Background: an optimization exercise with open tools, aiming at small area. Do not read the settings as production practice. Where RTL was checked, it was by simulation tests only, not by an equivalence proof against the original. No activity file was given, so power comes from the tool's default toggle rates.

==> inputs of run R <==
// metronome_display
module metronome_display(
    input wire clk,
    input wire reset_n,
    input wire key_inc_n,
    input wire key_dec_n,
    input wire key_mode_n,
    input wire key_opt_n,
    output reg beep_n,
    output wire [3:0] led_n,
    output wire [3:0] dig,
    output reg [7:0] seg
);
export LEC_CHECK = 0
export CAP_MARGIN = 20
export CORE_MARGIN = 2
export CORE_UTILIZATION = 70
export CTS_BUF_LIST = sky130_fd_sc_hd__clkbuf_8
export SLEW_MARGIN = 20
create_clock -name core_clock -period 100.0 [get_ports {clk}]
run.sh (not shown) runs the stock make flow with config.mk's settings and CLKGATE_MAP_FILE= SYNTH_SCRIPT=/design/flow/synth_recipe.tcl, a recipe that flattens the netlist after the stock synthesis.
==> inputs of run P, as changes to run R <==
--- a/flow/design.v
+++ b/flow/design.v
@@ -45,42 +45,28 @@
     reg [1:0]  ds;
     integer i;
     wire inc_h = |ki;
     wire dec_h = |kd;
     wire any_h = inc_h | dec_h;
-    wire mode_edge = ~md[3] & ~md[2] & ~md[1] & md[0];
-    wire opt_edge  = ~od[3] & ~od[2] & ~od[1] & od[0];
-    wire [4:0] ki_n;
-    assign ki_n[0] = (key_inc_n & ki[1] & ~ki[0]) | (key_inc_n & ki[2] & ~ki[0]) | (key_inc_n & ki[3] & ~ki[0]) | (key_inc_n & ki[4] & ~ki[0]);
-    assign ki_n[1] = (key_inc_n & ki[1] & ki[0]) | (key_inc_n & ki[2] & ~ki[1] & ~ki[0]) | (key_inc_n & ki[3] & ~ki[1] & ~ki[0]) | (key_inc_n & ki[4] & ~ki[1] & ~ki[0]);
-    assign ki_n[2] = (~key_inc_n) | (ki[2] & ki[0]) | (ki[3] & ~ki[2] & ~ki[1] & ~ki[0]) | (ki[4] & ~ki[2] & ~ki[1] & ~ki[0]) | (ki[2] & ki[1]);
-    assign ki_n[3] = (key_inc_n & ki[3] & ki[0]) | (key_inc_n & ki[4] & ~ki[2] & ~ki[1] & ~ki[0]) | (key_inc_n & ki[3] & ki[1]) | (key_inc_n & ki[3] & ki[2]);
-    assign ki_n[4] = (~key_inc_n) | (ki[4] & ki[0]) | (ki[4] & ki[1]) | (ki[4] & ki[2]);
-    wire [4:0] kd_n;
-    assign kd_n[0] = (key_dec_n & kd[1] & ~kd[0]) | (key_dec_n & kd[2] & ~kd[0]) | (key_dec_n & kd[3] & ~kd[0]) | (key_dec_n & kd[4] & ~kd[0]);
-    assign kd_n[1] = (key_dec_n & kd[1] & kd[0]) | (key_dec_n & kd[2] & ~kd[1] & ~kd[0]) | (key_dec_n & kd[3] & ~kd[1] & ~kd[0]) | (key_dec_n & kd[4] & ~kd[1] & ~kd[0]);
-    assign kd_n[2] = (~key_dec_n) | (kd[2] & kd[0]) | (kd[3] & ~kd[2] & ~kd[1] & ~kd[0]) | (kd[4] & ~kd[2] & ~kd[1] & ~kd[0]) | (kd[2] & kd[1]);
-    assign kd_n[3] = (key_dec_n & kd[3] & kd[0]) | (key_dec_n & kd[4] & ~kd[2] & ~kd[1] & ~kd[0]) | (key_dec_n & kd[3] & kd[1]) | (key_dec_n & kd[3] & kd[2]);
-    assign kd_n[4] = (~key_dec_n) | (kd[4] & kd[0]) | (kd[4] & kd[1]) | (kd[4] & kd[2]);
-    wire [3:0] mz_n, md_n;
-    assign mz_n[0] = (~key_mode_n & ~mz[1] & ~mz[0]) | (~key_mode_n & ~mz[3] & ~mz[0]);
-    assign mz_n[1] = (~key_mode_n & ~mz[1] & mz[0]) | (~key_mode_n & mz[1] & ~mz[0]);
-    assign mz_n[2] = (~key_mode_n & ~mz[2] & mz[1] & mz[0]) | (~key_mode_n & mz[2] & ~mz[1]) | (~key_mode_n & mz[2] & ~mz[0]);
-    assign mz_n[3] = (~key_mode_n & mz[3]) | (~key_mode_n & mz[2] & mz[1] & mz[0]);
-    assign md_n[0] = (md[1] & ~md[0]) | (md[2] & ~md[0]) | (md[3] & ~md[0]) | (~key_mode_n & mz[3] & mz[0]);
-    assign md_n[1] = (md[1] & md[0]) | (md[2] & ~md[1] & ~md[0]) | (md[3] & ~md[1] & ~md[0]) | (~key_mode_n & mz[3] & mz[0]);
-    assign md_n[2] = (~mz[3] & md[2] & md[0]) | (~mz[0] & md[2] & md[0]) | (~mz[0] & md[2] & md[1]) | (~mz[0] & md[3] & ~md[1] & ~md[0]) | (key_mode_n & md[2] & md[0]) | (key_mode_n & md[3] & ~md[1] & ~md[0]) | (~mz[3] & md[3] & ~md[1] & ~md[0]) | (key_mode_n & md[2] & md[1]) | (~mz[3] & md[2] & md[1]);
-    assign md_n[3] = (md[3] & md[0]) | (md[3] & md[1]) | (~key_mode_n & mz[3] & mz[0]);
-    wire [3:0] oz_n, od_n;
-    assign oz_n[0] = (~key_opt_n & ~oz[1] & ~oz[0]) | (~key_opt_n & ~oz[3] & ~oz[0]);
-    assign oz_n[1] = (~key_opt_n & ~oz[1] & oz[0]) | (~key_opt_n & oz[1] & ~oz[0]);
-    assign oz_n[2] = (~key_opt_n & ~oz[2] & oz[1] & oz[0]) | (~key_opt_n & oz[2] & ~oz[1]) | (~key_opt_n & oz[2] & ~oz[0]);
-    assign oz_n[3] = (~key_opt_n & oz[3]) | (~key_opt_n & oz[2] & oz[1] & oz[0]);
-    assign od_n[0] = (od[1] & ~od[0]) | (od[2] & ~od[0]) | (od[3] & ~od[0]) | (~key_opt_n & oz[3] & oz[0]);
-    assign od_n[1] = (od[1] & od[0]) | (od[2] & ~od[1] & ~od[0]) | (od[3] & ~od[1] & ~od[0]) | (~key_opt_n & oz[3] & oz[0]);
-    assign od_n[2] = (~oz[3] & od[2] & od[0]) | (~oz[0] & od[2] & od[0]) | (~oz[0] & od[2] & od[1]) | (~oz[0] & od[3] & ~od[1] & ~od[0]) | (key_opt_n & od[2] & od[0]) | (key_opt_n & od[3] & ~od[1] & ~od[0]) | (~oz[3] & od[3] & ~od[1] & ~od[0]) | (key_opt_n & od[2] & od[1]) | (~oz[3] & od[2] & od[1]);
-    assign od_n[3] = (od[3] & od[0]) | (od[3] & od[1]) | (~key_opt_n & oz[3] & oz[0]);
+    wire mode_edge = (md == 4'b1000);
+    wire opt_edge  = (od == 4'b1000);
+    function kf_fb;
+        input [4:0] q;
+        kf_fb = (q[3] & ~q[0] & ~q[4]) | (q[0] & q[4]);
+    endfunction
+    function m_fb;
+        input [3:0] q;
+        m_fb = (~q[3] & (q[1] ^ q[2])) | (q[1] & q[2] & q[3]);
+    endfunction
+    wire [4:0] ki_n = key_inc_n ? {ki[3:0], kf_fb(ki)} : 5'b00001;
+    wire [4:0] kd_n = key_dec_n ? {kd[3:0], kf_fb(kd)} : 5'b00001;
+    wire [3:0] mz_n = key_mode_n ? 4'b1110 : {mz[2:0], m_fb(mz)};
+    wire [3:0] oz_n = key_opt_n  ? 4'b1110 : {oz[2:0], m_fb(oz)};
+    wire m_ev = ~key_mode_n & (mz == 4'b1100);
+    wire o_ev = ~key_opt_n  & (oz == 4'b1100);
+    wire [3:0] md_n = m_ev ? 4'b1110 : {md[2:0], m_fb(md)};
+    wire [3:0] od_n = o_ev ? 4'b1110 : {od[2:0], m_fb(od)};
     wire fic_low0 = ~|fic[22:0];
     wire fic_zero = fic_low0 & ~fic[23];
     wire fic_fb   = fic[23] ^ fic[22] ^ fic[21] ^ fic[16] ^ fic_low0;
     wire tcl0   = ~|tc[16:0];
     wire step   = fic_zero | (fast & tcl0);
@@ -352,11 +338,11 @@
             beat_count <= 3'd0;
             beat_pos <= 2'd0;
             bact <= 1'b0;
             beep_n <= 1'b1;
             ki <= 5'd0; kd <= 5'd0;
-            mz <= 4'd0; oz <= 4'd0;
+            mz <= 4'b1110; oz <= 4'b1110;
             md <= 4'd0; od <= 4'd0;
             rc <= 10'd0;
             ds <= 2'd0;
         end else begin
             fresh <= 1'b0;
==> flow/flow/run.sh (new file) <==
#!/bin/bash
# The standard layout, with the port buffers made from the smallest buffer cell.
set -euo pipefail
bash standard.sh BUFFER_PORTS_ARGS="-buffer_cell sky130_fd_sc_hd__buf_1" finish > standard.log 2>&1
==> flow/standard.sh (new file) <==
#!/bin/bash
# synth_recipe.tcl (not shown) runs the flow's synth.tcl, then flattens the netlist and writes it again
# the make line also repeats each setting of config.mk as NAME=value (left out here)
make -C /OpenROAD-flow-scripts/flow DESIGN_CONFIG=/design/flow/config.mk WORK_HOME=/design/flow/orfs CLKGATE_MAP_FILE= SYNTH_SCRIPT=/design/flow/synth_recipe.tcl "${@:-finish}"
removed: flow/run.sh
==> comparison <==
Sequential cell count is the same in run P and run R. Between run R and run P, the lower critical path depth is in run P (gap 4). Of run P and run R, run R has the higher hold slack (gap 9.6 ps). Clock power: run P is lower than run R (about 10%). Between run P and run R, the lower non-clock buffer count is in run P (gap 3). Routed wire length: run P is lower than run R (about 3.6%). In clock-buffer cell count, run P and run R do not differ. Via count: run R is higher than run P (3.7%). Clock skew: run R is higher than run P (0.93 ps). Final area: run P is lower than run R (about 3%). Of run R and run P, run P has the higher first-iteration DRC count (gap about 3.2%, measured against run P).
==> figures <==
Run status: run P finished clean; run R finished clean
Max IR drop VDD: run P 0.0203 mV; run R 0.0159 mV
Capture point of the critical path: run P seg[4]; run R seg[3]
Proportion of layout cells with a drive suffix above 1: run P 9.04%; run R 8.02%
Starting density of the core: run P 71.9%; run R 72.4%
Multi-input logic portion of the cell area: run P 50.2%; run R 49.7%
Post-layout total power: run P 0.000302 W; run R 0.000180 W
Placer Congestion: run P 0.971; run R 0.895
Slew @ Worst Pin: run P 981 ps; run R 933 ps
Sequential portion of the cell area: run P 39.0%; run R 37.7%
Worst clock skew: run P 14.7 ps; run R 15.7 ps
Adder-cell area share of the yosys netlist: run P 22.4%; run R 21.5%
Final HPWL DP: run P 13.0 mm; run R 13.0 mm
Post-route minimum period: run P 22860 ps; run R 23520 ps
Drt via density: run P 5.57; run R 5.68
Critical path launch point: run P ds[0]; run R ds[1]
Startpoint of the lowest-slack register-to-register path: run P od[1]; run R fresh
Area growth from synthesis to layout: run P 6.32%; run R 7.97%
Utilization after layout: run P 76.4%; run R 78.2%
Leakage Power: run P 4.49 nW; run R 4.44 nW
Total detailed-routing wirelength: run P 17.1 mm; run R 17.8 mm
Part of the total power dissipated in sequential elements: run P 36.2%; run R 50.7%
Core area: run P 12700 µm²; run R 12800 µm²
Function not checked in run P: the RTL went through the layout flow alone.

==> afterwards: timing with drivers on the ports <==
Ports are ideal in the flow. The routed layouts listed here were re-timed in OpenROAD.
Step 1: set_driving_cell puts a clkbuf_16 on clk and a buf_2 on each other input, an assumption about the parent block.
Step 2, shift: input delay + t, output delay - t, t = (earliest + latest rising clock arrival at the registers) / 2. This alone moves slack from input paths to output paths.
Three values: no drivers, after step 1, after step 2; two values: the first two.
run	shift t [ns]	slack for setup (ns)	worst setup path at the end	worst data-port slew with drivers (ns)
run R	0.501	76.480 / 76.441 / 76.942	register to output	0.07
run P	0.487	77.136 / 77.099 / 77.586	register to output	0.04
After both steps every run listed still meets setup and hold.
